Context: an optimization exercise on an open-source flow, tuned for small area. The choices shown serve that exercise and are no tape-out recipe.
The RTL was checked by simulation tests, not by an equivalence proof against the original design.
Power figures rest on the tool's default switching activity, not on a simulated workload.

==> flow/design.v <==
module clocks(clk, rst, t, h);
  input clk;
  input rst;
  output reg [3:0] t;
  output reg [6:0] h;
  always @ (posedge clk) begin
    if (rst) begin
      t <= 4'd0;
      h <= 7'd0;
    end else begin
      t <= (t == 4'd9) ? 4'd0 : t + 4'd1;
      if (t == 4'd9) h <= (h == 7'd99) ? 7'd0 : h + 7'd1;
    end
  end
endmodule
module debounced
  (
    clk, en, rst,
    SW_C, SW_D, SW_E, SW_F, SW_G, SW_A, SW_B,
    PLAYBACK, UP, DOWN,
    note_switches, sw_changed, pb_rise, up_rise, down_rise
  );
  input clk;
  input en;
  input rst;
  input SW_C;
  input SW_D;
  input SW_E;
  input SW_F;
  input SW_G;
  input SW_A;
  input SW_B;
  input PLAYBACK;
  input UP;
  input DOWN;
  output reg [6:0] note_switches;
  output reg sw_changed;
  output reg pb_rise;
  output reg up_rise;
  output reg down_rise;
  reg pb_lvl, up_lvl, down_lvl;
  wire [6:0] sw = {SW_C, SW_D, SW_E, SW_F, SW_G, SW_A, SW_B};
  always @ (posedge clk) begin
    if (rst) begin
      note_switches <= 7'b0;
      sw_changed <= 1'b0;
      pb_lvl <= 1'b0;
      up_lvl <= 1'b0;
      down_lvl <= 1'b0;
      pb_rise <= 1'b0;
      up_rise <= 1'b0;
      down_rise <= 1'b0;
    end else if (en) begin
      note_switches <= sw;
      sw_changed <= (sw != note_switches);
      pb_lvl <= PLAYBACK;
      up_lvl <= UP;
      down_lvl <= DOWN;
      pb_rise <= PLAYBACK & ~pb_lvl;
      up_rise <= UP & ~up_lvl;
      down_rise <= DOWN & ~down_lvl;
    end
  end
endmodule
module amplifier(clk_100M, rst, octave, note, AIN, GAIN, NC, ACTIVE);
  input clk_100M;
  input rst;
  input [2:0] octave;
  input [2:0] note;
  output AIN;
  output GAIN;
  output NC;
  output ACTIVE;
  reg [19:0] counter;
  reg [19:0] clk_dv_max_base;
  wire [19:0] clk_dv_max = clk_dv_max_base >> octave;
  always @ (*) begin
    case (note)
      3'd0: clk_dv_max_base = 20'd1048575;  
      3'd1: clk_dv_max_base = 20'd30578;  
      3'd2: clk_dv_max_base = 20'd27242;  
      3'd3: clk_dv_max_base = 20'd24270;  
      3'd4: clk_dv_max_base = 20'd22908;  
      3'd5: clk_dv_max_base = 20'd20408;  
      3'd6: clk_dv_max_base = 20'd18182;  
      default: clk_dv_max_base = 20'd16198;  
    endcase
  end
  reg speaker;
  always @ (posedge clk_100M) begin
    if (rst) begin
      speaker <= 1'b0;
      counter <= 20'd0;
    end else if (counter >= clk_dv_max) begin
      speaker <= ~speaker;
      counter <= 20'd1;
    end else begin
      counter <= counter + 20'd1;
    end
  end
  assign AIN = speaker & (counter[5:0] == 6'd0);
  assign GAIN = 1;  
  assign NC = 0;
  assign ACTIVE = 1;
endmodule
module note_display(note, display);
  input [2:0] note;
  output reg [7:0] display;
  always @ (*) begin
    case (note)        
      3'd1: display = 8'b11000110;   
      3'd2: display = 8'b10100001;   
      3'd3: display = 8'b10000110;   
      3'd4: display = 8'b10001110;   
      3'd5: display = 8'b11000010;   
      3'd6: display = 8'b10001000;   
      3'd7: display = 8'b10000011;   
      default: display = 8'b11111111;
    endcase
  end
endmodule
module octave_display(octave, display);
  input [2:0] octave;
  output reg [7:0] display;
  always @ (*) begin
    case (octave)      
      3'd1: display = 8'b11111001;
      3'd2: display = 8'b10100100;
      3'd3: display = 8'b10110000;
      3'd4: display = 8'b10011001;
      3'd5: display = 8'b10010010;
      3'd6: display = 8'b10000010;
      3'd7: display = 8'b11111000;
      default: display = 8'b11111111;
    endcase
  end
endmodule
module piano
  (
    clk,
    SW_C, SW_D, SW_E, SW_F, SW_G, SW_A, SW_B,
    RST, PLAYBACK, UP, DOWN,
    AIN, GAIN, NC, ACTIVE,
    ANODE, CATHODE
  );
  input clk;
  input SW_C;
  input SW_D;
  input SW_E;
  input SW_F;
  input SW_G;
  input SW_A;
  input SW_B;
  input RST;
  input PLAYBACK;
  input UP;
  input DOWN;
  output AIN;
  output GAIN;
  output NC;
  output ACTIVE;
  output [3:0] ANODE;
  output [7:0] CATHODE;
  wire rst = RST;
  wire [3:0] t;
  wire [6:0] h;
  clocks clks(.clk(clk), .rst(rst), .t(t), .h(h));
  wire h0 = (h == 7'd0);
  wire h1 = (h == 7'd1);
  wire sample = h0 && (t == 4'd1);
  wire tick = (t == 4'd2);
  wire [6:0] note_switches;
  wire sw_changed, pb_rise, up_rise, down_rise;
  debounced inputs(.clk(clk), .en(sample), .rst(rst),
    .SW_C(SW_C),
    .SW_D(SW_D),
    .SW_E(SW_E),
    .SW_F(SW_F),
    .SW_G(SW_G),
    .SW_A(SW_A),
    .SW_B(SW_B),
    .PLAYBACK(PLAYBACK),
    .UP(UP), .DOWN(DOWN),
    .note_switches(note_switches),
    .sw_changed(sw_changed),
    .pb_rise(pb_rise), .up_rise(up_rise), .down_rise(down_rise)
  );
  wire ch = sw_changed && h1;
  wire tg = pb_rise && h1;
  wire up_e = up_rise && h1;
  wire dn_e = down_rise && h1;
  reg [2:0] octave_sel;
  reg [2:0] octave_played;
  reg [2:0] note_played;
  reg [11:0] clk_dv_rec;
  reg [7:0] idx_wr;   
  reg [7:0] idx_pb;   
  reg [3:0] pb_cnt;   
  reg wrapped;        
  reg pb_mode;
  reg [2:0] octave_prev;
  reg [2:0] note_prev;
  reg [5:0] rd;       
  reg [2:0] octave_sel_n;
  reg [2:0] octave_played_n;
  reg [2:0] note_played_n;
  reg [11:0] clk_dv_rec_n;
  reg [7:0] idx_wr_n;
  reg [7:0] idx_pb_n;
  reg [3:0] pb_cnt_n;
  reg wrapped_n;
  reg pb_mode_n;
  reg [2:0] octave_prev_n;
  reg [2:0] note_prev_n;
  reg [2:0] sw_note;
  wire pb_end = (idx_pb == idx_wr);
  always @ (*) begin
    case (note_switches)
      7'b1000000: sw_note = 3'd1;
      7'b0100000: sw_note = 3'd2;
      7'b0010000: sw_note = 3'd3;
      7'b0001000: sw_note = 3'd4;
      7'b0000100: sw_note = 3'd5;
      7'b0000010: sw_note = 3'd6;
      7'b0000001: sw_note = 3'd7;
      default: sw_note = 3'd0;
    endcase
  end
  always @ (*) begin
    octave_sel_n = octave_sel;
    octave_played_n = octave_played;
    note_played_n = note_played;
    clk_dv_rec_n = clk_dv_rec;
    idx_wr_n = idx_wr;
    idx_pb_n = idx_pb;
    pb_cnt_n = pb_cnt;
    wrapped_n = wrapped;
    pb_mode_n = pb_mode;
    octave_prev_n = octave_prev;
    note_prev_n = note_prev;
    if (octave_sel_n != 3'd7 && up_e) begin
      octave_sel_n = octave_sel_n + 3'd1;
    end
    if (octave_sel_n != 3'd1 && dn_e) begin
      octave_sel_n = octave_sel_n - 3'd1;
    end
    if (tg) begin
      idx_pb_n = 8'b0;
      pb_cnt_n = 4'd0;
      pb_mode_n = !pb_mode;
    end
    if (pb_mode_n) begin
      if (h0) begin
        if (pb_cnt == 4'd9) begin
          if (pb_end) begin
            pb_mode_n = 1'b0;
          end
          if (pb_end && !wrapped) begin
            octave_played_n = 3'd0;
            note_played_n = 3'd0;
          end else begin
            octave_played_n = rd[5:3];
            note_played_n = rd[2:0];
          end
          idx_pb_n = idx_pb + 8'b1;
          pb_cnt_n = 4'd0;
        end else begin
          pb_cnt_n = pb_cnt + 4'd1;
        end
      end
    end else if (ch) begin
      note_played_n = sw_note;
      if (|sw_note) begin
        octave_played_n = octave_sel_n;
        idx_wr_n = idx_wr + 8'b1;
        if (&idx_wr) wrapped_n = 1'b1;
        octave_prev_n = octave_sel_n;
        note_prev_n = sw_note;
        clk_dv_rec_n = 12'd1;
      end
    end else begin
      if (clk_dv_rec == 12'd4000) begin
        octave_played_n = 3'd0;
        note_played_n = 3'd0;
      end else begin
        clk_dv_rec_n = clk_dv_rec + 12'd1;
      end
    end
  end
  always @ (posedge clk) begin
    if (rst) begin
      idx_wr <= 8'b0;
      idx_pb <= 8'b0;
      pb_cnt <= 4'd0;
      wrapped <= 1'b0;
      clk_dv_rec <= 12'd4000;
      octave_sel <= 3'd4;
      octave_played <= 3'd0;
      note_played <= 3'd0;
      octave_prev <= 3'd0;
      note_prev <= 3'd0;
      pb_mode <= 1'b0;
    end else if (tick) begin
      octave_sel <= octave_sel_n;
      octave_played <= octave_played_n;
      note_played <= note_played_n;
      clk_dv_rec <= clk_dv_rec_n;
      idx_wr <= idx_wr_n;
      idx_pb <= idx_pb_n;
      pb_cnt <= pb_cnt_n;
      wrapped <= wrapped_n;
      pb_mode <= pb_mode_n;
      octave_prev <= octave_prev_n;
      note_prev <= note_prev_n;
    end
  end
  reg [1535:0] ring;
  reg [7:0] pos;
  wire [5:0] ring_in = (pos == idx_wr) ? {octave_prev, note_prev} : ring[5:0];
  always @ (posedge clk) begin
    ring <= {ring_in, ring[1535:6]};
    if (pos == idx_pb) rd <= ring[11:6];
    if (rst) pos <= 8'd0;
    else pos <= pos + 8'd1;
  end
  amplifier amp(.clk_100M(clk), .rst(rst), .octave(octave_played), .note(note_played),
    .AIN(AIN), .GAIN(GAIN), .NC(NC), .ACTIVE(ACTIVE)
  );
  reg [1:0] display_select;
  reg blank;
  reg [2:0] digit;
  always @ (posedge clk) begin
    if (rst) begin
      display_select <= 2'd0;
      blank <= 1'b1;
      digit <= 3'd0;
    end else if (sample) begin
      case (display_select)
        2'd0: digit <= note_prev;
        2'd1: digit <= octave_prev;
        2'd2: digit <= 3'd0;
        default: digit <= octave_sel;
      endcase
      blank <= 1'b0;
      display_select <= display_select + 2'd1;
    end
  end
  wire [7:0] display_note;
  wire [7:0] display_octave;
  note_display d_note(.note(digit), .display(display_note));
  octave_display d_octave(.octave(digit), .display(display_octave));
  assign CATHODE = (display_select == 2'd1) ? display_note : display_octave;
  assign ANODE = blank ? 4'b1111 :
                 (display_select == 2'd1) ? 4'b0111 :
                 (display_select == 2'd2) ? 4'b1011 :
                 (display_select == 2'd3) ? 4'b1101 : 4'b1110;
endmodule
==> flow/run.sh <==
#!/bin/bash
# synth_recipe.tcl (not shown) runs the flow's synth.tcl, then flattens the netlist and writes it again
# the make line also repeats each setting of config.mk as NAME=value (left out here)
make -C /OpenROAD-flow-scripts/flow DESIGN_CONFIG=/design/flow/config.mk WORK_HOME=/design/flow/orfs CLKGATE_MAP_FILE= SYNTH_SCRIPT=/design/flow/synth_recipe.tcl finish
==> flow/config.mk <==
export PLATFORM = sky130hd
export DESIGN_NAME = piano
export DESIGN_NICKNAME = piano
export VERILOG_FILES = /design/flow/design.v
export SDC_FILE = /design/flow/constraint.sdc
export NUM_CORES = 8
export LEC_CHECK = 0
export CAP_MARGIN = 40
export CORE_MARGIN = 2
export CORE_UTILIZATION = 30
export SLEW_MARGIN = 40
==> flow/constraint.sdc <==
create_clock -name core_clock -period 10.0 [get_ports {clk}]
set_input_delay 2.0000 -clock core_clock [delete_from_list [all_inputs] [get_ports {clk}]]
set_output_delay 2.0000 -clock core_clock [all_outputs]
set_load 0.01 [all_outputs]
==> impl_metrics.yaml, run 1 <==
route:
  drt-initial-drc-count: 1178
  vias: 16700
  ant_nets: 0
  viasPerCell: 3.77
  drc_errors: 0
  wl_per_cell_um: 11.0
  wl_um: 48800
  dr.pass1.iters: 8
synth:
  ys.flop_type: "dfxtp_1"
  synth-edff-count: 6
  syn_area_um2: 38600
  synth_cell_type_count: 83
  syn_avg_cell_area_um2: 15.2
  syn_inst: 2546
  async_reset_ff_frac: 0
  ys_ff_latch: 1651
  yosysWarnings: 6
  yosysSeqAreaShare: 0.858
cells_and_area:
  antenna-diode-count: 0
  fin_nets: 2712
  fillers: 12000
  syn_to_final_growth_pct: 19.3
  final_area_um2: 46000
  final_util: 0.361
  drive_gt1_frac: 0.106
clock_tree:
  cts.clk_slew.worst_paths_ns: 0.06
  cts_inserted_buffers: 153
  cts_tree: "built"
  cts_sinks: 1651
  clockRootBuffer: "clkbuf_16"
  cts_htree_levels: 4
  hold_buffers: 0
  cts_resized: 0
  clock_latency_ns: 0.73
  cts_buffer_depth: 3
  cts_setup_buffers: 0
worst_setup_path:
  reg2reg_depth: 14
  cp-start-kind: "register"
  reg2reg_slack_ns: 6.01
  crit_path_end_kind: "primary output"
  path_class: "register to primary output"
  worstPathRequired_ns: 8.00
  r2r-start: "octave_played[1]"
  r2r_end: "amp.counter[17]"
  cp.arrival_ns: 2.68
  path_max_fanout: 10
die:
  initial_core_util: 0.303
  die_w_um: 363
  core_um2: 128000
  floorplan.rows: 131
  io_pins: 28
  die_height_um: 363
  die-area_um2: 131000
timing:
  clock.fmax_mhz: 214
  hold_viol: 0
  period_needed_ns: 4.68
  slew_headroom: 0.514
  finalClockSkew_ns: 0.0311
  worst_pin_slew_ns: 0.729
  setup_viol: 0
  fin_tns_setup_ns: 0
  fin_crit_sh: 0.468
  rsz0062_at_grt: "false"
  slew_violations: 0
outcome:
  status: "no timing/DRC/antenna violations"
grt:
  grt_antenna_before_repair: 1
  grt_pass1_wl_um: 83100
  gr-usage-all-layers: 0.0762
  grt_max_degree: 82
  globalRoute.totalOverflow: 0
  grt_pass1_vias: 16400
min_path:
  min_to: "ring[166]"
  hold_class: "register to register"
  min_from: "ring[172]"
  min_delay_path_depth: 0
pwr:
  leakage_uw: 0.0180
  cellPowerDensity_nw_per_um2: 278
  peakVddDrop_uv: 167
place:
  hpwlAfterDp_um: 24800
  dpl_cell_area_um2: 40600
  routabilityCongestion: 0.780
  portBuffers: 23
flow_run:
  maxCapViolCount: 0
[cell families (layout without fill, tap and decap cells)]
group | after synthesis | in the layout | synth area share
flip-flops | 1651 | 1651 | 0.858
adder cells (fa/ha/maj) | 42 | 42 | 0.0136
AO/OA/AOI/OAI | 232 | 232 | 0.0390
other | 2 | 4 | 0.000195
XOR/XNOR | 90 | 90 | 0.0204
multiplexers | 24 | 24 | 0.00645
AND/OR/NAND/NOR | 402 | 402 | 0.0510
buffers and inverters | 103 | 337 | 0.0111
[state kept, by name, indices dropped and copies added, names as in the netlist, 6 cells and up]
| register | cells |
|---|---|
| idx_pb | 8 |
| amp.counter | 20 |
| pos | 8 |
| inputs.note_switches | 7 |
| ring | 1536 |
| clks.h | 7 |
| rd | 6 |
| clk_dv_rec | 12 |
| idx_wr | 8 |
[Yosys cell counts (4+ instances only)]
master | count | share of area
a211oi_1 | 11 | 0.0021
o211ai_1 | 7 | 0.0014
mux2_2 | 7 | 0.0020
a22oi_1 | 17 | 0.0033
xor2_1 | 53 | 0.012
buf_4 | 4 | 0.00078
o21bai_1 | 6 | 0.0012
o221ai_1 | 4 | 0.00091
and3_1 | 9 | 0.0015
nand3_1 | 30 | 0.0039
ha_1 | 42 | 0.014
nand2b_1 | 16 | 0.0026
or2_2 | 4 | 0.00065
a21o_1 | 7 | 0.0014
nor4_2 | 4 | 0.0013
nor2_1 | 155 | 0.015
edfxtp_1 | 6 | 0.0047
nor3b_1 | 10 | 0.0019
clkbuf_1 | 52 | 0.0051
a21oi_1 | 71 | 0.0092
nand4_1 | 19 | 0.0031
buf_1 | 5 | 0.00049
a31oi_1 | 8 | 0.0013
nor4_1 | 11 | 0.0018
nor3_1 | 25 | 0.0032
o22ai_1 | 10 | 0.0016
inv_1 | 24 | 0.0023
mux2i_1 | 17 | 0.0044
buf_2 | 15 | 0.0019
dfxtp_1 | 1645 | 0.85
nand2_1 | 85 | 0.0083
xnor2_1 | 37 | 0.0084
o21ai_0 | 50 | 0.0065
nor2b_1 | 5 | 0.00081
or3_1 | 4 | 0.00065
[critical path, cell delays in order (launching register included)]
cell and delay (ns):
dfxtp_1 0.40, inv_1 0.08, ha_1 0.32, inv_1 0.18
nand2_1 0.08, o21ai_0 0.15, nand2_1 0.07, o211ai_1 0.10
clkdlybuf4s50_1 0.55
[stage by stage]
stage / setup WS (ns) / total power (µW) / cells / hold WS [ns]
after detailed placement: 5.95 / 6980 / 4165 / 0.312
final: 5.32 / 12800 / 4444 / 0.300
after global placement: 5.98 / 6980 / 4165 / 0.310
after floorplan: 6.58 / 6930 / 2548 / 0.310
after global routing: 5.06 / 13300 / 4444 / 0.315
after CTS: 5.23 / 13000 / 4444 / 0.306
[per-layer routing]
| metal | part of all wire | track usage | vias up |
|---|---|---|---|
| li1 | - | - | 8535 |
| met1 | 0.54 | 0.111 | 7704 |
| met2 | 0.37 | 0.0962 | 357 |
| met3 | 0.057 | 0.0271 | 144 |
| met4 | 0.036 | 0.0413 | 0 |
| met5 | 0 | 0 | - |
[placed cells by master, fill, tap and decap left out, types with 8 or more instances in the layout]
master and n:
clkbuf_1 30, buf_4 8, xor2_1 53, nor4_1 11, a211oi_1 11, inv_1 24
nand4_1 19, clkbuf_8 26, nor3b_1 10, clkinv_2 24, clkdlybuf4s50_1 22, o21ai_0 50
nand2b_1 16, nor2_1 155, mux2i_1 17, a22oi_1 17, xnor2_1 37, ha_1 42
nand2_1 85, bufinv_16 19, o22ai_1 10, nor3_1 25, a21oi_1 71, and3_1 9
clkbuf_16 153, nand3_1 30, dfxtp_1 1644
[area by class of cell]
type                       instances  area (µm²)  share of cell area
inverter                          26        97.6             0.00212
sequential                      1651       33100               0.719
multi-input combinational        794        5050               0.110
clock inverter                    70        1090              0.0236
tap                             1662        2080              0.0452
clock buffer                     209        4300              0.0934
timing repair buffer              32         297             0.00644
[how the worst max path moves through the flow]
stage | depth (start not counted) | endpoint | start | slack, ns
after floorplan | 4 | AIN | amp.counter[0] | 6.58
after global placement | 13 | amp.counter[2] | octave_played[0] | 5.98
after detailed placement | 13 | amp.counter[17] | octave_played[0] | 5.95
after CTS | 5 | AIN | amp.counter[0] | 5.23
after global routing | 8 | CATHODE[1] | display_select[1] | 5.06
final | 8 | CATHODE[1] | display_select[1] | 5.32
[report_power, final]
part	switching [µW]	internal [µW]	leakage (µW)
logic	135	83.3	0.00208
clock network	2410	3550	0.00262
registers	20.2	6600	0.0133
==> inputs of run 2 (changes only) <==
--- a/flow/design.v
+++ b/flow/design.v
@@ -1,15 +1,18 @@
-module clocks(clk, rst, t, h);
+module clocks(clk, rst, pos, c5, c25);
   input clk;
   input rst;
-  output reg [3:0] t;
-  output reg [6:0] h;
+  output reg [7:0] pos;
+  output reg [2:0] c5;
+  output reg [4:0] c25;
   always @ (posedge clk) begin
     if (rst) begin
-      t <= 4'd0;
-      h <= 7'd0;
+      pos <= 8'd0;
+      c5 <= 3'd0;
+      c25 <= 5'd0;
     end else begin
-      t <= (t == 4'd9) ? 4'd0 : t + 4'd1;
-      if (t == 4'd9) h <= (h == 7'd99) ? 7'd0 : h + 7'd1;
+      pos <= pos + 8'd1;
+      c5 <= (c5 == 3'd4) ? 3'd0 : c5 + 3'd1;
+      if (c5 == 3'd4) c25 <= (c25 == 5'd24) ? 5'd0 : c25 + 5'd1;
     end
   end
 endmodule
@@ -43,19 +46,19 @@
   always @ (posedge clk) begin
     if (rst) begin
       note_switches <= 7'b0;
-      sw_changed <= 1'b0;
       pb_lvl <= 1'b0;
       up_lvl <= 1'b0;
       down_lvl <= 1'b0;
-      pb_rise <= 1'b0;
-      up_rise <= 1'b0;
-      down_rise <= 1'b0;
     end else if (en) begin
       note_switches <= sw;
-      sw_changed <= (sw != note_switches);
       pb_lvl <= PLAYBACK;
       up_lvl <= UP;
       down_lvl <= DOWN;
+    end
+  end
+  always @ (posedge clk) begin
+    if (en) begin
+      sw_changed <= (sw != note_switches);
       pb_rise <= PLAYBACK & ~pb_lvl;
       up_rise <= UP & ~up_lvl;
       down_rise <= DOWN & ~down_lvl;
@@ -162,13 +165,14 @@
   output [3:0] ANODE;
   output [7:0] CATHODE;
   wire rst = RST;
-  wire [3:0] t;
-  wire [6:0] h;
-  clocks clks(.clk(clk), .rst(rst), .t(t), .h(h));
-  wire h0 = (h == 7'd0);
-  wire h1 = (h == 7'd1);
-  wire sample = h0 && (t == 4'd1);
-  wire tick = (t == 4'd2);
+  wire [7:0] pos;
+  wire [2:0] c5;
+  wire [4:0] c25;
+  clocks clks(.clk(clk), .rst(rst), .pos(pos), .c5(c5), .c25(c25));
+  wire sample = (pos[2:0] == 3'd1) && (c5 == 3'd1) && (c25 == 5'd0);
+  wire tick = !pos[0] && (c5 == 3'd2);
+  wire h0 = (pos[2:0] == 3'd2) && (c25 == 5'd0);
+  wire h1 = (pos[2:0] == 3'd4) && (c25 == 5'd2);
   wire [6:0] note_switches;
   wire sw_changed, pb_rise, up_rise, down_rise;
   debounced inputs(.clk(clk), .en(sample), .rst(rst),
@@ -185,14 +189,18 @@
     .sw_changed(sw_changed),
     .pb_rise(pb_rise), .up_rise(up_rise), .down_rise(down_rise)
   );
-  wire ch = sw_changed && h1;
-  wire tg = pb_rise && h1;
-  wire up_e = up_rise && h1;
-  wire dn_e = down_rise && h1;
+  wire h0t = tick && h0;
+  wire h1t = tick && h1;
+  wire ch = sw_changed && h1t;
+  wire tg = pb_rise && h1t;
+  wire up_e = up_rise && h1t;
+  wire dn_e = down_rise && h1t;
   reg [2:0] octave_sel;
   reg [2:0] octave_played;
   reg [2:0] note_played;
   reg [11:0] clk_dv_rec;
+  localparam [11:0] REC_ONE = 12'he3c;
+  localparam [11:0] REC_END = 12'hfff;
   reg [7:0] idx_wr;   
   reg [7:0] idx_pb;   
   reg [3:0] pb_cnt;   
@@ -201,19 +209,7 @@
   reg [2:0] octave_prev;
   reg [2:0] note_prev;
   reg [5:0] rd;       
-  reg [2:0] octave_sel_n;
-  reg [2:0] octave_played_n;
-  reg [2:0] note_played_n;
-  reg [11:0] clk_dv_rec_n;
-  reg [7:0] idx_wr_n;
-  reg [7:0] idx_pb_n;
-  reg [3:0] pb_cnt_n;
-  reg wrapped_n;
-  reg pb_mode_n;
-  reg [2:0] octave_prev_n;
-  reg [2:0] note_prev_n;
   reg [2:0] sw_note;
-  wire pb_end = (idx_pb == idx_wr);
   always @ (*) begin
     case (note_switches)
       7'b1000000: sw_note = 3'd1;
@@ -226,102 +222,73 @@
       default: sw_note = 3'd0;
     endcase
   end
+  reg [2:0] octave_sel_n;
   always @ (*) begin
     octave_sel_n = octave_sel;
-    octave_played_n = octave_played;
-    note_played_n = note_played;
-    clk_dv_rec_n = clk_dv_rec;
-    idx_wr_n = idx_wr;
-    idx_pb_n = idx_pb;
-    pb_cnt_n = pb_cnt;
-    wrapped_n = wrapped;
-    pb_mode_n = pb_mode;
-    octave_prev_n = octave_prev;
-    note_prev_n = note_prev;
-    if (octave_sel_n != 3'd7 && up_e) begin
-      octave_sel_n = octave_sel_n + 3'd1;
-    end
-    if (octave_sel_n != 3'd1 && dn_e) begin
-      octave_sel_n = octave_sel_n - 3'd1;
-    end
-    if (tg) begin
-      idx_pb_n = 8'b0;
-      pb_cnt_n = 4'd0;
-      pb_mode_n = !pb_mode;
-    end
-    if (pb_mode_n) begin
-      if (h0) begin
-        if (pb_cnt == 4'd9) begin
-          if (pb_end) begin
-            pb_mode_n = 1'b0;
-          end
-          if (pb_end && !wrapped) begin
-            octave_played_n = 3'd0;
-            note_played_n = 3'd0;
-          end else begin
-            octave_played_n = rd[5:3];
-            note_played_n = rd[2:0];
-          end
-          idx_pb_n = idx_pb + 8'b1;
-          pb_cnt_n = 4'd0;
-        end else begin
-          pb_cnt_n = pb_cnt + 4'd1;
-        end
-      end
-    end else if (ch) begin
-      note_played_n = sw_note;
-      if (|sw_note) begin
-        octave_played_n = octave_sel_n;
-        idx_wr_n = idx_wr + 8'b1;
-        if (&idx_wr) wrapped_n = 1'b1;
-        octave_prev_n = octave_sel_n;
-        note_prev_n = sw_note;
-        clk_dv_rec_n = 12'd1;
-      end
-    end else begin
-      if (clk_dv_rec == 12'd4000) begin
-        octave_played_n = 3'd0;
-        note_played_n = 3'd0;
-      end else begin
-        clk_dv_rec_n = clk_dv_rec + 12'd1;
-      end
-    end
+    if (octave_sel_n != 3'd7 && up_e) octave_sel_n = octave_sel_n + 3'd1;
+    if (octave_sel_n != 3'd1 && dn_e) octave_sel_n = octave_sel_n - 3'd1;
   end
+  wire pb_mode_n = pb_mode ^ tg;
+  wire step = pb_mode && h0t && (pb_cnt == 4'd9);
+  wire pb_end = (idx_pb == idx_wr);
+  wire rec = tick && !pb_mode_n;
+  wire wr = rec && ch && (sw_note != 3'd0);
+  wire inval = rec && ch && (sw_note == 3'd0);
+  wire rec_end = (clk_dv_rec == REC_END);
+  wire idle = rec && !ch;
+  wire timeout = idle && rec_end;
   always @ (posedge clk) begin
     if (rst) begin
-      idx_wr <= 8'b0;
-      idx_pb <= 8'b0;
-      pb_cnt <= 4'd0;
-      wrapped <= 1'b0;
-      clk_dv_rec <= 12'd4000;
       octave_sel <= 3'd4;
       octave_played <= 3'd0;
       note_played <= 3'd0;
       octave_prev <= 3'd0;
       note_prev <= 3'd0;
+      idx_wr <= 8'b0;
+      wrapped <= 1'b0;
       pb_mode <= 1'b0;
-    end else if (tick) begin
+      clk_dv_rec <= REC_END;
+    end else begin
       octave_sel <= octave_sel_n;
-      octave_played <= octave_played_n;
-      note_played <= note_played_n;
-      clk_dv_rec <= clk_dv_rec_n;
-      idx_wr <= idx_wr_n;
-      idx_pb <= idx_pb_n;
-      pb_cnt <= pb_cnt_n;
-      wrapped <= wrapped_n;
-      pb_mode <= pb_mode_n;
-      octave_prev <= octave_prev_n;
-      note_prev <= note_prev_n;
+      if (step) begin
+        if (pb_end && !wrapped) begin
+          octave_played <= 3'd0;
+          note_played <= 3'd0;
+        end else begin
+          octave_played <= rd[5:3];
+          note_played <= rd[2:0];
+        end
+      end else if (wr) begin
+        octave_played <= octave_sel_n;
+        note_played <= sw_note;
+      end else if (inval) begin
+        note_played <= 3'd0;
+      end else if (timeout) begin
+        octave_played <= 3'd0;
+        note_played <= 3'd0;
+      end
+      if (wr) begin
+        octave_prev <= octave_sel_n;
+        note_prev <= sw_note;
+      end
+      idx_wr <= idx_wr + {7'b0, wr};
+      if (wr && (&idx_wr)) wrapped <= 1'b1;
+      pb_mode <= pb_mode_n && !(step && pb_end);
+      if (wr) clk_dv_rec <= REC_ONE;
+      else if (idle && !rec_end)
+        clk_dv_rec <= {clk_dv_rec[10:0],
+          clk_dv_rec[11] ^ clk_dv_rec[10] ^ clk_dv_rec[9] ^ clk_dv_rec[3]};
     end
   end
+  always @ (posedge clk) begin
+    idx_pb <= tg ? 8'd0 : idx_pb + {7'b0, step};
+    pb_cnt <= (tg || step) ? 4'd0 : pb_cnt + {3'b0, pb_mode && h0t};
+  end
   reg [1535:0] ring;
-  reg [7:0] pos;
   wire [5:0] ring_in = (pos == idx_wr) ? {octave_prev, note_prev} : ring[5:0];
   always @ (posedge clk) begin
     ring <= {ring_in, ring[1535:6]};
     if (pos == idx_pb) rd <= ring[11:6];
-    if (rst) pos <= 8'd0;
-    else pos <= pos + 8'd1;
   end
   amplifier amp(.clk_100M(clk), .rst(rst), .octave(octave_played), .note(note_played),
     .AIN(AIN), .GAIN(GAIN), .NC(NC), .ACTIVE(ACTIVE)
==> flow/config.mk (replaced) <==
export PLATFORM = sky130hd
export DESIGN_NAME = piano
export DESIGN_NICKNAME = piano
export VERILOG_FILES = /design/flow/design.v
export SDC_FILE = /design/flow/constraint.sdc
export NUM_CORES = 8
export LEC_CHECK = 0
export ABC_AREA = 1
export CAP_MARGIN = 20
export CORE_MARGIN = 2
export CORE_UTILIZATION = 60
export CTS_BUF_LIST = sky130_fd_sc_hd__clkbuf_8
export CTS_CLUSTER_DIAMETER = 50
export CTS_CLUSTER_SIZE = 16
export PLACE_DENSITY = 0.7
export SLEW_MARGIN = 20
==> impl_metrics.yaml, run 2 <==
worst_setup_path:
  r2r_end: "amp.counter[5]"
  reg2reg_depth: 18
  cp_num_buf_inv: 2
  path_class: "register to primary output"
  slowest_stage: "clkdlybuf4s50_1"
  timing.critical_path.cells: "ha_1, inv_1, o311ai_0, clkdlybuf4s50_1"
  cp.arrival_ns: 2.71
  crit_path_end_kind: "primary output"
  path_max_fanout: 9
  cp-start-kind: "register"
  critPathTopFamily: "buffers and inverters"
  slowest_delay_ns: 0.61
  reg2reg_slack_ns: 6.51
  r2r-start: "octave_played[0]"
  worstPathRequired_ns: 8.00
clock_tree:
  clockRootBuffer: "clkbuf_8"
  cts_resized: 0
  cts_setup_buffers: 0
  cts_buffer_depth: 3
  hold_buffers: 0
  cts.clk_slew.worst_paths_ns: 0.09
  clock_latency_ns: 0.74
  cts_htree_levels: 3
  cts_sinks: 1648
  cts_tree: "built"
  cts_inserted_buffers: 119
timing:
  fin_crit_sh: 0.471
  period_needed_ns: 4.71
  worst_pin_slew_ns: 0.854
  fin_ws_ns: 5.29
  fin_tns_setup_ns: 0
  setup_viol: 0
  finalClockSkew_ns: 0.0314
  clock.fmax_mhz: 212
  rsz0062_at_grt: "false"
  timing.hold.ws_ns: 0.306
  slew_headroom: 0.429
  hold_viol: 0
  slew_violations: 0
die:
  die-area_um2: 64900
  initial_core_util: 0.609
  die_height_um: 255
  die_w_um: 255
  io_pins: 28
  core_um2: 61900
  floorplan.rows: 91
pwr:
  power_uw: 9760
  peakVddDrop_uv: 179
  leakage_uw: 0.0166
  cellPowerDensity_nw_per_um2: 239
synth:
  yosysSeqAreaShare: 0.878
  synthTopCellsByCount: "dfxtp_1, nand2_1, inv_1, nor2_1, o21ai_0"
  synthMostInstantiatedCell: "dfxtp_1"
  syn_area_um2: 37700
  syn_avg_cell_area_um2: 15.1
  async_reset_ff_frac: 0
  synth_cell_type_count: 49
  yosysTopAreaCell: "dfxtp_1"
  ys.flop_type: "dfxtp_1"
  synth_top_cell_area_share: 0.870
  ys_ff_latch: 1648
  yosysWarnings: 6
  synth.area.top_cells: "dfxtp_1, nand2_1, ha_1"
  syn_inst: 2499
  synth-edff-count: 10
route:
  viasPerCell: 4.47
  drt-initial-drc-count: 783
  ant_nets: 0
  wl_per_cell_um: 12.9
  drc_errors: 0
  dr.pass1.iters: 5
  vias: 15600
  wl_um: 45100
grt:
  gr-usage-all-layers: 0.144
  grt_pass1_vias: 15600
  grt_antenna_before_repair: 1
  grt_max_degree: 42
  grt_pass1_wl_um: 76000
  globalRoute.totalOverflow: 0
cells_and_area:
  fillers: 4352
  fin_nets: 2681
  regArea_um2: 33100
  final_area_um2: 40800
  drive_gt1_frac: 0.0735
  multi_input_area_um2: 4020
  layout_common_cells: "dfxtp_1, nand2_1, clkbuf_8, inv_1, nor2_1"
  reg.largest.list: "ring (1536), amp.counter (20), clk_dv_rec (12)"
  largest_register: "ring"
  largest_register_ffs: 1536
  syn_to_final_growth_pct: 8.27
  final_common_cell: "dfxtp_1"
place:
  routabilityCongestion: 0.807
  hpwlAfterDp_um: 25600
  dpl_worst_slack_ns: 5.92
  dpl_cell_area_um2: 38900
  portBuffers: 23
min_path:
  min_from: "ring[1257]"
  min_delay_path_depth: 0
  min_to: "ring[1251]"
  hold_class: "register to register"
flow_run:
  maxCapViolCount: 0
outcome:
  status: "no timing/DRC/antenna violations"
run 2: layout make-up:
type                    count  share of cell area
repair buffers             26             0.00619
well taps                 837              0.0257
flip-flops and latches   1648               0.811
multi-input cells         703              0.0984
clock inverters            18             0.00573
inverters                 122              0.0113
diodes                      2            0.000123
clock buffers             124              0.0418
run 2: where the power goes:
group	switching (µW)	internal [µW]	total, µW	leakage (µW)
Combinational	67.1	42.2	109	0.00229
Sequential	14.0	6570	6590	0.0133
Clock	1870	1190	3060	0.00100
Total	1950	7810	9760	0.0166
run 2: routing by layer:
layer	part of all wire	vias to the layer above	global-route usage
met1	0.53	7173	0.216
met4	0.028	0	0.0538
li1	-	8038	-
met5	0	-	0
met2	0.40	238	0.203
met3	0.041	105	0.0359
run 2: worst register-to-register path, stage by stage (launching register included):
cell and delay [ns]:
dfxtp_1 0.58, inv_1 0.31, nand2_1 0.20, inv_1 0.06, nand2_1 0.05, o21ai_0 0.11, nand2_1 0.09, o21ai_0 0.12
nand2_1 0.08, o21ai_0 0.12, ha_1 0.31, nand2_1 0.07, inv_1 0.03, nor2_1 0.07, o21ai_0 0.07, a21oi_1 0.19
nand4_1 0.24, or2_1 0.51, nor2_1 0.18
run 2: worst max path at each step:
| stage | from | to | slack [ns] | depth (start not counted) |
|---|---|---|---|---|
| final | display_select[0] | CATHODE[3] | 5.29 | 4 |
| after floorplan | display_select[0] | CATHODE[3] | 6.56 | 4 |
| after global placement | RST | clks.c25[3] | 6.02 | 5 |
| after CTS | display_select[0] | CATHODE[3] | 5.20 | 4 |
| after global routing | display_select[0] | CATHODE[3] | 5.08 | 4 |
| after detailed placement | RST | clks.c25[3] | 5.92 | 5 |
run 2: cells by family (layout without fill, tap and decap cells):
group	count (synthesis)	in the layout	synth area share
AOI/OAI and AO/OA	144	144	0.0205
buffers and inverters	150	290	0.0159
and+or+nand+nor	454	454	0.0571
adders and majority gates	49	49	0.0163
other	2	6	0.000199
DFF	1648	1648	0.878
xor gates and xnor gates	45	45	0.0105
muxes	7	7	0.00186
run 2: per-stage QoR:
stage,std cells,utilization
6_report,3480,0.659
3_3_place_gp,3336,0.628
4_1_cts,3478,0.659
3_5_place_dp,3336,0.628
5_1_grt,3480,0.659
2_1_floorplan,2501,-
==> inputs of run 3 (changes only) <==
==> flow/flow/run.sh (new file) <==
#!/bin/bash
# Layout: the standard flow (standard.sh), with two settings changed:
#  - clock tree synthesis adds no dummy loads and uses clkbuf_8 leaf
#    buffers, each driving up to 16 flip-flops within 50 um;
#  - the input and output ports get buffers of the smallest buffer cell.
# make's full output goes to standard.log; ORFS's own logs are under orfs/logs.
set -euo pipefail
bash standard.sh \
  "CTS_ARGS=-sink_clustering_enable -repair_clock_nets -dont_use_dummy_load -buf_list sky130_fd_sc_hd__clkbuf_8 -sink_clustering_size 16 -sink_clustering_max_diameter 50" \
  "BUFFER_PORTS_ARGS=-buffer_cell sky130_fd_sc_hd__buf_1" \
  finish > standard.log 2>&1
==> flow/standard.sh (new file) <==
#!/bin/bash
# synth_recipe.tcl (not shown) runs the flow's synth.tcl, then flattens the netlist and writes it again
# the make line also repeats each setting of config.mk as NAME=value (left out here)
make -C /OpenROAD-flow-scripts/flow DESIGN_CONFIG=/design/flow/config.mk WORK_HOME=/design/flow/orfs CLKGATE_MAP_FILE= SYNTH_SCRIPT=/design/flow/synth_recipe.tcl "${@:-finish}"
==> flow/config.mk (replaced) <==
export PLATFORM = sky130hd
export DESIGN_NAME = piano
export DESIGN_NICKNAME = piano
export VERILOG_FILES = /design/flow/design.v
export SDC_FILE = /design/flow/constraint.sdc
export NUM_CORES = 8
export LEC_CHECK = 0
export ABC_AREA = 1
export CAP_MARGIN = 20
export CORE_MARGIN = 2
export CORE_UTILIZATION = 75
export PLACE_DENSITY = 0.85
export SLEW_MARGIN = 20
removed: flow/run.sh
==> impl_metrics.yaml, run 3 <==
worst_setup_path:
  cp-start-kind: "register"
  slowest_delay_ns: 0.42
  cp_num_buf_inv: 2
  path_class: "register to primary output"
  cp.arrival_ns: 2.13
  crit_path_end_kind: "primary output"
  slowest_stage: "dfxtp_1"
  timing.critical_path.cells: "ha_1, inv_1, o311ai_0, buf_1"
  critPathTopFamily: "flip-flops"
  worstPathRequired_ns: 8.00
  path_max_fanout: 9
synth:
  synth-edff-count: 10
  synth.area.top_cells: "dfxtp_1, nand2_1, ha_1"
  ys_ff_latch: 1648
  syn_inst: 2499
  syn_avg_cell_area_um2: 15.1
  syn_area_um2: 37700
  synth_cell_type_count: 49
  synth_top_cell_area_share: 0.870
  yosysSeqAreaShare: 0.878
  yosysTopAreaCell: "dfxtp_1"
  async_reset_ff_frac: 0
  yosysWarnings: 6
  synthMostInstantiatedCell: "dfxtp_1"
  synthTopCellsByCount: "dfxtp_1, nand2_1, inv_1, nor2_1, o21ai_0"
  ys.flop_type: "dfxtp_1"
route:
  viasPerCell: 4.91
  vias: 16100
  wl_um: 57300
  drt-initial-drc-count: 1066
  wl_per_cell_um: 17.4
  drc_errors: 0
  dr.pass1.iters: 7
  ant_nets: 0
die:
  io_pins: 28
  floorplan.rows: 82
  die-area_um2: 52100
  initial_core_util: 0.756
  core_um2: 49900
  die_height_um: 228
  die_w_um: 228
cells_and_area:
  layout_common_cells: "dfxtp_1, nand2_1, inv_1, clkbuf_8, nor2_1"
  final_common_cell: "dfxtp_1"
  syn_to_final_growth_pct: 6.39
  largest_register_ffs: 1536
  reg.largest.list: "ring (1536), amp.counter (20), clk_dv_rec (12)"
  largest_register: "ring"
  drive_gt1_frac: 0.0647
  final_area_um2: 40100
  fin_nets: 2677
flow_run:
  maxCapViolCount: 0
clock_tree:
  cts_sinks: 1648
  clock_latency_ns: 0.71
  hold_buffers: 0
  cts.clk_slew.worst_paths_ns: 0.08
  cts_tree: "built"
  cts_resized: 0
  cts_htree_levels: 3
  cts_inserted_buffers: 115
  clockRootBuffer: "clkbuf_8"
  cts_buffer_depth: 3
  cts_setup_buffers: 0
outcome:
  status: "no timing/DRC/antenna violations"
timing:
  period_needed_ns: 4.13
  slew_violations: 0
  hold_viol: 0
  slew_headroom: 0.549
  clock.fmax_mhz: 242
  rsz0062_at_grt: "false"
  fin_crit_sh: 0.413
  finalClockSkew_ns: 0.0453
  worst_pin_slew_ns: 0.669
  setup_viol: 0
  fin_tns_setup_ns: 0
place:
  routabilityCongestion: 0.808
  dpl_cell_area_um2: 38500
  hpwlAfterDp_um: 37400
  portBuffers: 23
grt:
  grt_pass1_vias: 17200
  globalRoute.totalOverflow: 0
  grt_max_degree: 42
  grt_antenna_before_repair: 1
  gr-usage-all-layers: 0.229
  grt_pass1_wl_um: 92200
min_path:
  hold_class: "register to register"
pwr:
  leakage_uw: 0.0163
  peakVddDrop_uv: 214
  cellPowerDensity_nw_per_um2: 236
-- run 3: cell counts after synthesis --
No cell type changed its count.
-- run 3: layout make-up --
type                            count  area (µm²)
Sequential cell                  1648       33100
Fill cell                        2451        9760
Multi-Input combinational cell    703        4020
Clock buffer                      115        1580
Tap cell                          672         841
Inverter                          122         463
Timing Repair Buffer               26         110
Antenna cell                        1        2.50
-- run 3: worst register-to-register path, cell delays in order (launching register included) --
cell and delay, ns:
dfxtp_1 0.57, inv_1 0.20, nor2_1 0.34, nand2_1 0.13, nand2_1 0.11, nor2_1 0.07
o21ai_1 0.23, mux2i_1 0.18, a22o_1 0.25, ha_1 0.27, nand2_1 0.04, inv_1 0.06
nand3_1 0.07, nor3_1 0.16, nand4_1 0.11, nand4_1 0.21, or2_1 0.56, nor2_1 0.09
-- run 3: worst paths after layout --
check | startpoint | endpoint | slack, ns | cells after the start
max | display_select[0] | CATHODE[3] | 5.87 | 4
min | ring[1462] | ring[1456] | 0.28 | 0
max reg2reg | note_played[2] | amp.counter[7] | 6.19 | 17
min reg2reg | ring[1462] | ring[1456] | 0.28 | 0
-- run 3: metrics by stage --
stage	power (µW)	worst slack (ns)	cells	util	hold slack, ns
after floorplan	6820	6.56	2501	-	0.310
after global placement	6840	6.30	3171	0.773	0.310
after detailed placement	6840	6.25	3171	0.773	0.312
after CTS	9550	5.82	3286	0.804	0.275
after global routing	9800	5.72	3286	0.804	0.274
final	9480	5.87	3287	0.804	0.277
-- run 3: kinds of logic after synthesis --
logic type,Yosys count,synth area share
adders and majority gates,49,0.0163
AOI/OAI and AO/OA,144,0.0205
muxes,7,0.00186
buffers and inverters,150,0.0159
xor gates and xnor gates,45,0.0105
other,2,0.000199
and+or+nand+nor,454,0.0571
DFF,1648,0.878
-- run 3: layer usage --
metal,vias up,global-route usage,part of all wire
li1,7996,-,-
met1,7611,0.287,0.42
met2,388,0.404,0.52
met3,135,0.0406,0.039
met4,0,0.0748,0.027
met5,-,0,0
-- run 3: power breakdown --
part           leakage [µW]  internal (µW)  switching (µW)  total, µW
Sequential           0.0133           6570            14.3       6590
Clock              0.000827           1030            1760       2790
Combinational       0.00222           34.7            70.9        106
Total                0.0163           7640            1850       9480
==> inputs of run 4 (changes only) <==
--- a/flow/design.v
+++ b/flow/design.v
@@ -1,16 +1,18 @@
-module clocks(clk, rst, pos, c5, c25);
+module clocks(clk, rst, npos, npos_n, c5, c25);
   input clk;
   input rst;
-  output reg [7:0] pos;
+  output reg [7:0] npos;
+  output [7:0] npos_n;
   output reg [2:0] c5;
   output reg [4:0] c25;
+  assign npos_n = npos - 8'd1;
   always @ (posedge clk) begin
     if (rst) begin
-      pos <= 8'd0;
+      npos <= 8'd0;
       c5 <= 3'd0;
       c25 <= 5'd0;
     end else begin
-      pos <= pos + 8'd1;
+      npos <= npos_n;
       c5 <= (c5 == 3'd4) ? 3'd0 : c5 + 3'd1;
       if (c5 == 3'd4) c25 <= (c25 == 5'd24) ? 5'd0 : c25 + 5'd1;
     end
@@ -165,14 +167,15 @@
   output [3:0] ANODE;
   output [7:0] CATHODE;
   wire rst = RST;
-  wire [7:0] pos;
+  wire [7:0] npos;
+  wire [7:0] npos_n;
   wire [2:0] c5;
   wire [4:0] c25;
-  clocks clks(.clk(clk), .rst(rst), .pos(pos), .c5(c5), .c25(c25));
-  wire sample = (pos[2:0] == 3'd1) && (c5 == 3'd1) && (c25 == 5'd0);
-  wire tick = !pos[0] && (c5 == 3'd2);
-  wire h0 = (pos[2:0] == 3'd2) && (c25 == 5'd0);
-  wire h1 = (pos[2:0] == 3'd4) && (c25 == 5'd2);
+  clocks clks(.clk(clk), .rst(rst), .npos(npos), .npos_n(npos_n), .c5(c5), .c25(c25));
+  wire sample = (npos[2:0] == 3'd7) && (c5 == 3'd1) && (c25 == 5'd0);
+  wire tick = !npos[0] && (c5 == 3'd2);
+  wire h0 = (npos[2:0] == 3'd6) && (c25 == 5'd0);
+  wire h1 = (npos[2:0] == 3'd4) && (c25 == 5'd2);
   wire [6:0] note_switches;
   wire sw_changed, pb_rise, up_rise, down_rise;
   debounced inputs(.clk(clk), .en(sample), .rst(rst),
@@ -201,10 +204,9 @@
   reg [11:0] clk_dv_rec;
   localparam [11:0] REC_ONE = 12'he3c;
   localparam [11:0] REC_END = 12'hfff;
-  reg [7:0] idx_wr;   
-  reg [7:0] idx_pb;   
+  reg [7:0] wq;
+  reg [7:0] pq;
   reg [3:0] pb_cnt;   
-  reg wrapped;        
   reg pb_mode;
   reg [2:0] octave_prev;
   reg [2:0] note_prev;
@@ -230,7 +232,7 @@
   end
   wire pb_mode_n = pb_mode ^ tg;
   wire step = pb_mode && h0t && (pb_cnt == 4'd9);
-  wire pb_end = (idx_pb == idx_wr);
+  wire pb_end = (pq == wq);
   wire rec = tick && !pb_mode_n;
   wire wr = rec && ch && (sw_note != 3'd0);
   wire inval = rec && ch && (sw_note == 3'd0);
@@ -244,20 +246,14 @@
       note_played <= 3'd0;
       octave_prev <= 3'd0;
       note_prev <= 3'd0;
-      idx_wr <= 8'b0;
-      wrapped <= 1'b0;
+      wq <= 8'b0;
       pb_mode <= 1'b0;
       clk_dv_rec <= REC_END;
     end else begin
       octave_sel <= octave_sel_n;
       if (step) begin
-        if (pb_end && !wrapped) begin
-          octave_played <= 3'd0;
-          note_played <= 3'd0;
-        end else begin
-          octave_played <= rd[5:3];
-          note_played <= rd[2:0];
-        end
+        octave_played <= rd[5:3];
+        note_played <= rd[2:0];
       end else if (wr) begin
         octave_played <= octave_sel_n;
         note_played <= sw_note;
@@ -271,8 +267,7 @@
         octave_prev <= octave_sel_n;
         note_prev <= sw_note;
       end
-      idx_wr <= idx_wr + {7'b0, wr};
-      if (wr && (&idx_wr)) wrapped <= 1'b1;
+      wq <= wq - {7'b0, !wr};
       pb_mode <= pb_mode_n && !(step && pb_end);
       if (wr) clk_dv_rec <= REC_ONE;
       else if (idle && !rec_end)
@@ -281,14 +276,18 @@
     end
   end
   always @ (posedge clk) begin
-    idx_pb <= tg ? 8'd0 : idx_pb + {7'b0, step};
+    pq <= tg ? npos_n : pq - {7'b0, !step};
     pb_cnt <= (tg || step) ? 4'd0 : pb_cnt + {3'b0, pb_mode && h0t};
   end
   reg [1535:0] ring;
-  wire [5:0] ring_in = (pos == idx_wr) ? {octave_prev, note_prev} : ring[5:0];
+  reg clearing;
+  wire [5:0] ring_in = (wq == 8'd0) ? {octave_prev, note_prev} :
+                       clearing ? 6'd0 : ring[5:0];
   always @ (posedge clk) begin
     ring <= {ring_in, ring[1535:6]};
-    if (pos == idx_pb) rd <= ring[11:6];
+    if (pq == 8'd0) rd <= ring[11:6];
+    if (rst) clearing <= 1'b1;
+    else if (npos == 8'd1) clearing <= 1'b0;
   end
   amplifier amp(.clk_100M(clk), .rst(rst), .octave(octave_played), .note(note_played),
     .AIN(AIN), .GAIN(GAIN), .NC(NC), .ACTIVE(ACTIVE)
==> flow/flow/run.sh (replaced) <==
#!/bin/bash
# Layout: the standard flow (standard.sh), with these changes:
#  - after floorplanning, OpenROAD's restructure re-synthesizes the
#    combinational logic for area (flow/restructure.tcl; registers untouched);
#  - clock tree synthesis adds no dummy loads and uses clkbuf_8 leaf
#    buffers, each driving up to 18 flip-flops within 50 um;
#  - after global routing, any clock buffer whose flip-flops would see a
#    clock slew over 110 ps is upsized (flow/clock_fix.tcl);
#  - the input and output ports get buffers of the smallest buffer cell.
# make's full output goes to standard.log; ORFS's own logs are under orfs/logs.
set -euo pipefail
here=$(pwd)
bash standard.sh \
  "POST_FLOORPLAN_TCL=$here/flow/restructure.tcl" \
  "RESTRUCTURE_FILTER=$here/flow/filter_lib.py" \
  "CTS_ARGS=-sink_clustering_enable -repair_clock_nets -dont_use_dummy_load -buf_list sky130_fd_sc_hd__clkbuf_8 -sink_clustering_size 18 -sink_clustering_max_diameter 50" \
  "POST_GLOBAL_ROUTE_TCL=$here/flow/clock_fix.tcl" \
  "CLOCK_FIX_SLEW_PS=110" \
  "BUFFER_PORTS_ARGS=-buffer_cell sky130_fd_sc_hd__buf_1" \
  finish > standard.log 2>&1
==> flow/flow/clock_fix.tcl (new file) <==
# POST_GLOBAL_ROUTE hook: with global-route parasitics, upsize each clock
# buffer whose flip-flops would see a clock slew above CLOCK_FIX_SLEW_PS
# (cells moved by the repairs after clock tree synthesis can stretch a leaf
# net), then legalize and re-route the nets that changed.
proc clock_fix_worst_slew {net} {
  set worst 0
  foreach it [$net getITerms] {
    if {[[$it getMTerm] getIoType] ne "INPUT"} continue
    set pin [get_pins "[[$it getInst] getName]/[[$it getMTerm] getName]"]
    foreach e {rise fall} {
      foreach a {min max} {
        set sl [sta::time_ui_sta [get_property $pin slew_${a}_$e]]
        if {$sl > $worst} { set worst $sl }
      }
    }
  }
  return $worst
}

set cf_target [expr {$::env(CLOCK_FIX_SLEW_PS) * 1e-12}]
set cf_sizes {sky130_fd_sc_hd__clkbuf_4 sky130_fd_sc_hd__clkbuf_8 sky130_fd_sc_hd__clkbuf_16}
set cf_db [ord::get_db]
for {set cf_pass 0} {$cf_pass < 3} {incr cf_pass} {
  estimate_parasitics -global_routing
  set cf_changed 0
  foreach net [[ord::get_db_block] getNets] {
    if {[$net getSigType] ne "CLOCK"} continue
    set drv ""
    foreach it [$net getITerms] {
      if {[[$it getMTerm] getIoType] eq "OUTPUT"} { set drv [$it getInst] }
    }
    if {$drv eq ""} continue
    set pos [lsearch $cf_sizes [[$drv getMaster] getName]]
    if {$pos < 0 || $pos + 1 >= [llength $cf_sizes]} continue
    set sl [clock_fix_worst_slew $net]
    if {$sl > $cf_target} {
      puts "clock_fix: [$drv getName] drives [$net getName] with slew [format %.1f [expr {$sl * 1e12}]] ps; upsizing"
      $drv swapMaster [$cf_db findMaster [lindex $cf_sizes [expr {$pos + 1}]]]
      incr cf_changed
    }
  }
  puts "clock_fix: pass $cf_pass upsized $cf_changed clock buffers"
  if {$cf_changed == 0} break
  global_route -start_incremental
  detailed_placement
  global_route -end_incremental
}
estimate_parasitics -global_routing
==> flow/flow/filter_lib.py (new file) <==
#!/usr/bin/env python3
"""Copy a Liberty file without the cells whose names match the given
glob patterns (the platform's don't-use list).
usage: filter_lib.py IN.lib OUT.lib PATTERN..."""
import fnmatch
import re
import sys

src, dst, pats = sys.argv[1], sys.argv[2], sys.argv[3:]
text = open(src).read()
out = []
pos = 0
cell_re = re.compile(r'^\s*cell\s*\(\s*"?([A-Za-z0-9_]+)"?\s*\)\s*\{', re.M)
while True:
    m = cell_re.search(text, pos)
    if not m:
        out.append(text[pos:])
        break
    # find the end of this cell group by brace matching
    depth = 0
    i = m.end() - 1
    while True:
        c = text[i]
        if c == '{':
            depth += 1
        elif c == '}':
            depth -= 1
            if depth == 0:
                break
        i += 1
    end = i + 1
    out.append(text[pos:m.start()])
    if not any(fnmatch.fnmatchcase(m.group(1), p) for p in pats):
        out.append(text[m.start():end])
    pos = end
open(dst, 'w').write(''.join(out))
==> flow/flow/restructure.tcl (new file) <==
# POST_FLOORPLAN hook: re-synthesize the combinational logic for area with
# OpenROAD's restructure (ABC), keeping every register as it is. ABC reads a
# copy of the library without the platform's don't-use cells.
set rs_dir $::env(OBJECTS_DIR)/restructure
file mkdir $rs_dir
set rs_lib $rs_dir/area.lib
exec python3 $::env(RESTRUCTURE_FILTER) [lindex $::env(LIB_FILES) 0] $rs_lib {*}$::env(DONT_USE_CELLS)
report_design_area
restructure -target area -liberty_file $rs_lib \
  -tielo_port sky130_fd_sc_hd__conb_1/LO -tiehi_port sky130_fd_sc_hd__conb_1/HI \
  -work_dir $rs_dir -abc_logfile $rs_dir/abc.log
report_design_area
--- a/flow/config.mk
+++ b/flow/config.mk
@@ -8,6 +8,6 @@
 export ABC_AREA = 1
 export CAP_MARGIN = 20
 export CORE_MARGIN = 2
-export CORE_UTILIZATION = 75
-export PLACE_DENSITY = 0.85
+export CORE_UTILIZATION = 60
+export PLACE_DENSITY = 0.7
 export SLEW_MARGIN = 20
==> impl_metrics.yaml, run 4 <==
synth:
  yosysSeqAreaShare: 0.879
  synth-edff-count: 10
  yosysWarnings: 6
  ys_ff_latch: 1648
  synth_top_cell_area_share: 0.871
  synthTopCellsByCount: "dfxtp_1, nand2_1, nor2_1, inv_1, o21ai_0"
  synthMostInstantiatedCell: "dfxtp_1"
  yosysTopAreaCell: "dfxtp_1"
  syn_avg_cell_area_um2: 15.2
  async_reset_ff_frac: 0
  synth_cell_type_count: 50
  synth.area.top_cells: "dfxtp_1, nand2_1, ha_1"
  ys.flop_type: "dfxtp_1"
  syn_inst: 2484
  syn_area_um2: 37700
clock_tree:
  hold_buffers: 0
  clockRootBuffer: "clkbuf_8"
  cts_setup_buffers: 0
  cts_htree_levels: 3
  cts_sinks: 1648
  clock_latency_ns: 0.62
  cts_inserted_buffers: 110
  cts_tree: "built"
  cts_buffer_depth: 3
  cts_resized: 0
  cts.clk_slew.worst_paths_ns: 0.09
grt:
  grt_antenna_before_repair: 1
  grt_pass1_vias: 14500
  grt_pass1_wl_um: 71000
  gr-usage-all-layers: 0.135
  grt_max_degree: 40
  globalRoute.totalOverflow: 0
place:
  routabilityCongestion: 0.772
  dpl_worst_slack_ns: 5.52
  hpwlAfterDp_um: 23700
  portBuffers: 23
  dpl_cell_area_um2: 37400
die:
  io_pins: 28
  initial_core_util: 0.609
  die-area_um2: 64800
  die_height_um: 255
  core_um2: 61800
  floorplan.rows: 91
  die_w_um: 255
worst_setup_path:
  cp-start-kind: "register"
  path_class: "register to register"
  worstPathRequired_ns: 10.48
  path_max_fanout: 11
  r2r-start: "clks.c25[2]"
  cp.arrival_ns: 5.02
  crit_path_end_kind: "register"
  crit_start: "clks.c25[2]"
cells_and_area:
  multi_input_area_um2: 2700
  drive_gt1_frac: 0.0487
  fin_nets: 2394
  regArea_um2: 33100
  final_common_cell: "dfxtp_1"
  fillers: 4328
  largest_register: "ring"
  syn_to_final_growth_pct: 5.23
  final_area_um2: 39600
  layout_common_cells: "dfxtp_1, clkinv_1, nor2_1, clkbuf_16, o22ai_1"
  reg.largest.list: "ring (1536), amp.counter (20), clk_dv_rec (12)"
  largest_register_ffs: 1536
route:
  drt-initial-drc-count: 679
  ant_nets: 0
  drc_errors: 0
  vias: 14600
  dr.pass1.iters: 7
  wl_um: 44700
  viasPerCell: 4.54
  wl_per_cell_um: 13.9
timing:
  clock.fmax_mhz: 220
  timing.hold.ws_ns: 0.274
  fin_crit_sh: 0.454
  fin_tns_setup_ns: 0
  period_needed_ns: 4.54
  slew_violations: 0
  finalClockSkew_ns: 0.0799
  worst_pin_slew_ns: 0.851
  slew_headroom: 0.430
  setup_viol: 0
  fin_ws_ns: 5.46
  hold_viol: 0
pwr:
  cellPowerDensity_nw_per_um2: 254
  power_uw: 10100
  p_int_uw: 8140
  peakVddDrop_uv: 193
  sw_frac_of_total: 0.192
  p_switching_uw: 1940
  leakage_uw: 0.0153
  power.share.clock: 0.330
  power_frac_seq: 0.657
  power_frac_comb: 0.013
min_path:
  hold_class: "register to register"
  min_from: "ring[679]"
outcome:
  status: "no timing/DRC/antenna violations"
flow_run:
  maxCapViolCount: 0
==> run 4: cell types whose count changed after synthesis, moves of 5 or more <==
| cell | change |
|---|---|
| nand2_1 | -18 |
| nor2_1 | +12 |
| o21ai_0 | -11 |
| nand4_1 | -6 |
| nor3_1 | +6 |
| inv_1 | -5 |
| nand3_1 | +5 |
| or2_2 | -5 |
| xnor2_1 | +5 |
==> run 4: worst paths after layout <==
path / slack, ns / to / cells after the start
setup / recovery: 5.46 / wq[7] / 17
hold reg to reg: 0.27 / ring[673] / 0
setup reg to reg: 5.46 / wq[7] / 17
hold / removal: 0.27 / ring[673] / 0
==> run 4: cells by family after synthesis <==
logic type | after synthesis | synth area share
adders and majority gates | 50 | 0.0166
muxes | 5 | 0.00133
other | 2 | 0.000199
DFF | 1648 | 0.879
xor gates and xnor gates | 46 | 0.0107
AOI/OAI and AO/OA | 135 | 0.0194
buffers and inverters | 149 | 0.0157
and+or+nand+nor | 449 | 0.0574
==> run 4: worst max-delay path: stages (launching register included) <==
cell and delay, ns:
dfxtp_1 0.34, or3_1 0.42, or2_0 0.25, or3_1 0.37
nor2b_1 0.57, clkinv_1 0.45, o22ai_1 0.32, nor3b_1 0.15
clkinv_1 0.08, a31oi_1 0.04, buf_4 0.18, nor2_1 0.20
clkinv_1 0.12, nor2_1 0.16, clkinv_1 0.10, nor2_1 0.17
nand2_1 0.13, o311a_1 0.33
==> run 4: final cells by class <==
type / instances / share of cell area
flip-flops and latches: 1648 / 0.835
multi-input cells: 467 / 0.0682
clock buffers: 110 / 0.0550
well taps: 837 / 0.0264
inverters: 128 / 0.0121
repair buffers: 27 / 0.00294
diodes: 5 / 0.000316
==> run 4: power groups by stage <==
stage	sequential (µW)	combinational, µW	clock (µW)
global placement	6780	126	0
finish	6630	127	3330
CTS	6630	128	2830
floorplan	6750	115	0
detailed placement	6780	127	0
==> run 4: per-stage QoR <==
step	std cells	utilization
after floorplan	2486	-
after CTS	3217	0.630
after detailed placement	3107	0.605
final	3222	0.641
after global placement	3107	0.605
==> run 4: metal layers <==
layer,GRT usage,vias to the layer above,routed length (µm),part of all wire
met3,0.0334,110,1630,0.036
met4,0.0503,0,1260,0.028
met2,0.191,200,18600,0.42
met1,0.202,6811,23100,0.52
met5,0,-,0,0
li1,-,7509,-,-
==> inputs of run 5 (changes only) <==
==> flow/flow/run.sh (replaced) <==
#!/bin/bash
# Layout: the standard flow (standard.sh), with these changes:
#  - after floorplanning, OpenROAD's restructure re-synthesizes the
#    combinational logic for area and drops cells left without loads
#    (flow/restructure.tcl; registers untouched);
#  - clock tree synthesis adds no dummy loads and uses clkbuf_8 leaf
#    buffers, each driving up to 22 flip-flops within 60 um;
#  - after global routing, any clock buffer whose flip-flops would see a
#    clock slew over 135 ps (estimated from the global routes) is upsized (flow/clock_fix.tcl);
#  - the input and output ports get buffers of the smallest buffer cell.
# make's full output goes to standard.log; ORFS's own logs are under orfs/logs.
set -euo pipefail
here=$(pwd)
bash standard.sh \
  "POST_FLOORPLAN_TCL=$here/flow/restructure.tcl" \
  "RESTRUCTURE_FILTER=$here/flow/filter_lib.py" \
  "CTS_ARGS=-sink_clustering_enable -repair_clock_nets -dont_use_dummy_load -buf_list sky130_fd_sc_hd__clkbuf_8 -sink_clustering_size 22 -sink_clustering_max_diameter 60" \
  "POST_GLOBAL_ROUTE_TCL=$here/flow/clock_fix.tcl" \
  "CLOCK_FIX_SLEW_PS=135" \
  "BUFFER_PORTS_ARGS=-buffer_cell sky130_fd_sc_hd__buf_1" \
  finish > standard.log 2>&1
--- a/flow/flow/clock_fix.tcl
+++ b/flow/flow/clock_fix.tcl
@@ -1,11 +1,12 @@
 # POST_GLOBAL_ROUTE hook: with global-route parasitics, upsize each clock
-# buffer whose flip-flops would see a clock slew above CLOCK_FIX_SLEW_PS
+# buffer whose flip-flop clock pins would see a slew above CLOCK_FIX_SLEW_PS
 # (cells moved by the repairs after clock tree synthesis can stretch a leaf
 # net), then legalize and re-route the nets that changed.
 proc clock_fix_worst_slew {net} {
   set worst 0
   foreach it [$net getITerms] {
     if {[[$it getMTerm] getIoType] ne "INPUT"} continue
+    if {[[$it getMTerm] getName] ne "CLK"} continue
     set pin [get_pins "[[$it getInst] getName]/[[$it getMTerm] getName]"]
     foreach e {rise fall} {
       foreach a {min max} {
--- a/flow/flow/restructure.tcl
+++ b/flow/flow/restructure.tcl
@@ -10,3 +10,37 @@
   -tielo_port sky130_fd_sc_hd__conb_1/LO -tiehi_port sky130_fd_sc_hd__conb_1/HI \
   -work_dir $rs_dir -abc_logfile $rs_dir/abc.log
 report_design_area
+
+# Remove combinational cells that restructure left without any load.
+set rs_removed 1
+while {$rs_removed} {
+  set rs_removed 0
+  foreach inst [[ord::get_db_block] getInsts] {
+    set m [$inst getMaster]
+    if {[$m getType] ne "CORE" || [$m isSequential]} continue
+    set outs 0
+    set loaded 0
+    foreach it [$inst getITerms] {
+      if {[[$it getMTerm] getIoType] ne "OUTPUT"} continue
+      incr outs
+      set net [$it getNet]
+      if {$net eq "NULL"} continue
+      if {[llength [$net getITerms]] > 1 || [llength [$net getBTerms]] > 0} { set loaded 1 }
+    }
+    if {$outs > 0 && !$loaded} {
+      puts "restructure cleanup: removing [$inst getName] ([$m getName])"
+      set nets {}
+      foreach it [$inst getITerms] {
+        if {[$it getNet] ne "NULL"} { lappend nets [$it getNet] }
+      }
+      odb::dbInst_destroy $inst
+      foreach net $nets {
+        if {[llength [$net getITerms]] == 0 && [llength [$net getBTerms]] == 0} {
+          odb::dbNet_destroy $net
+        }
+      }
+      incr rs_removed
+    }
+  }
+}
+report_design_area
==> impl_metrics.yaml, run 5 <==
outcome:
  status: "no timing/DRC/antenna violations"
grt:
  grt_antenna_before_repair: 1
  grt_max_degree: 40
  gr-usage-all-layers: 0.136
  globalRoute.totalOverflow: 0
clock_tree:
  cts_tree: "built"
  cts.clk_slew.worst_paths_ns: 0.11
  cts_buffer_depth: 3
  hold_buffers: 0
  cts_htree_levels: 3
  cts_inserted_buffers: 88
  cts_resized: 0
route:
  drc_errors: 0
  wl_um: 42900
  wl_per_cell_um: 13.5
  drt-initial-drc-count: 706
  viasPerCell: 4.55
  vias: 14500
  dr.pass1.iters: 7
timing:
  slew_headroom: 0.366
  clock.fmax_mhz: 215
  worst_pin_slew_ns: 0.946
  setup_viol: 0
  period_needed_ns: 4.65
  slew_violations: 0
  finalClockSkew_ns: 0.0745
worst_setup_path:
  cp.arrival_ns: 5.26
  cp_num_buf_inv: 2
  r2r-start: "clks.c25[2]"
  path_max_fanout: 10
  cp-start-kind: "register"
  crit_path_end_kind: "register"
  path_class: "register to register"
  timing.critical_path.cells: "or3_1, or2_0, or3_1, nor2b_1, o22ai_1, nor3b_1, clkinv_1, a31oi_1, clkinv_1, nor3_1, o22ai_1, nor2_1"
  critPathTopFamily: "simple AND/OR/NAND/NOR gates"
  reg2reg_depth: 12
  path_depth: 12
  slowest_delay_ns: 0.73
  crit_start: "clks.c25[2]"
synth:
  yosysSeqAreaShare: 0.879
  yosysTopAreaCell: "dfxtp_1"
  synth-edff-count: 10
  syn_avg_cell_area_um2: 15.2
  synth.area.top_cells: "dfxtp_1, nand2_1, ha_1"
  async_reset_ff_frac: 0
  synth_cell_type_count: 50
  yosysWarnings: 6
  synth_compound_area_frac: 0.0194
  yosys.area_share.adder: 0.0166
  synthTopCellsByCount: "dfxtp_1, nand2_1, nor2_1, inv_1, o21ai_0"
cells_and_area:
  multi_input_area_um2: 2690
  fillers: 4358
  final_common_cell: "dfxtp_1"
  regArea_um2: 33100
  reg.largest.list: "ring (1536), amp.counter (20), clk_dv_rec (12)"
  largest_register: "ring"
  final_util: 0.627
  syn_to_final_growth_pct: 2.89
  drive_gt1_frac: 0.0395
place:
  hpwlAfterDp_um: 23900
  routabilityCongestion: 0.788
  portBuffers: 23
die:
  core_um2: 61800
  die_height_um: 255
  floorplan.rows: 91
  initial_core_util: 0.609
  die-area_um2: 64800
flow_run:
  maxCapViolCount: 0
pwr:
  peakVddDrop_uv: 174
  leakage_uw: 0.0149
min_path:
  min_delay_path_depth: 0
run 5: power breakdown:
group | switching, µW | internal [µW]
clock | 1720 | 894
sequential | 31.1 | 6600
combinational | 82.2 | 47.0
total | 1830 | 7540
run 5: worst paths after layout:
path,to,slack (ns)
max reg2reg,octave_played[1],5.35
min,ring[1109],0.28
max,octave_played[1],5.35
min reg2reg,ring[1109],0.28
run 5: metrics by stage:
| step | instance area [µm²] | worst slack [ns] | total power [µW] | hold slack [ns] | instances |
|---|---|---|---|---|---|
| CTS | 38600 | 5.38 | 9360 | 0.298 | 3189 |
| global placement | 37400 | 5.61 | 6910 | 0.310 | 3101 |
| finish | 38700 | 5.35 | 9370 | 0.276 | 3190 |
| detailed placement | 37400 | 5.47 | 6910 | 0.312 | 3101 |
| floorplan | 37700 | 6.56 | 6870 | 0.310 | 2486 |
run 5: layer usage:
metal  GRT usage  vias up  routed length [µm]
li1            -     7439                   -
met1       0.209     6725               23300
met2       0.186      230               16700
met3      0.0312      113                1660
met4      0.0505        0                1340
met5           0        -                   0
run 5: layout make-up:
class | count | share of cell area
Multi-Input combinational cell | 463 | 0.0694
Inverter | 127 | 0.0123
Clock buffer | 88 | 0.0345
Timing Repair Buffer | 26 | 0.00281
Antenna cell | 1 | 0.0000646
Sequential cell | 1648 | 0.854
Tap cell | 837 | 0.0270
run 5: cell families (layout without fill, tap and decap cells):
logic type / count (synthesis) / count (layout)
xor gates and xnor gates: 46 / 2
muxes: 5 / 0
adders and majority gates: 50 / 0
DFF: 1648 / 1648
AOI/OAI and AO/OA: 135 / 244
other: 2 / 5
and+or+nand+nor: 449 / 213
buffers and inverters: 149 / 241

## separate check: timing with driven ports
In the flow no input, the clock included, has a driving cell. The finished layouts below were timed again as built, in two steps.
Step 1 (the two cells are an assumption about what drives the block):
set clk [get_ports {clk}]
set_driving_cell -lib_cell sky130_fd_sc_hd__clkbuf_16 $clk
set_driving_cell -lib_cell sky130_fd_sc_hd__buf_2 [delete_from_list [all_inputs] $clk]
Step 2 adds t to the input delays and takes it off the output delays; t is the mean of the earliest and latest rising clock arrival at the registers after step 1. Input paths then give back, and output paths get back, about the clock's delay inside the block.
Three values: no drivers, after step 1, after step 2; two values: the first two.
run	t (ns)	slack for setup (ns)	worst setup path at the end
run 1	0.776	5.325 / 5.264 / 6.013	register to register
run 2	0.776	5.290 / 5.236 / 5.927	input to register
run 3	0.736	5.870 / 5.818 / 6.195	register to register
run 4	0.663	5.464 / 5.407 / 5.464	register to register
run 5	0.714	5.355 / 5.355 / 5.355	register to register
After both steps setup and hold are still met in every run listed.
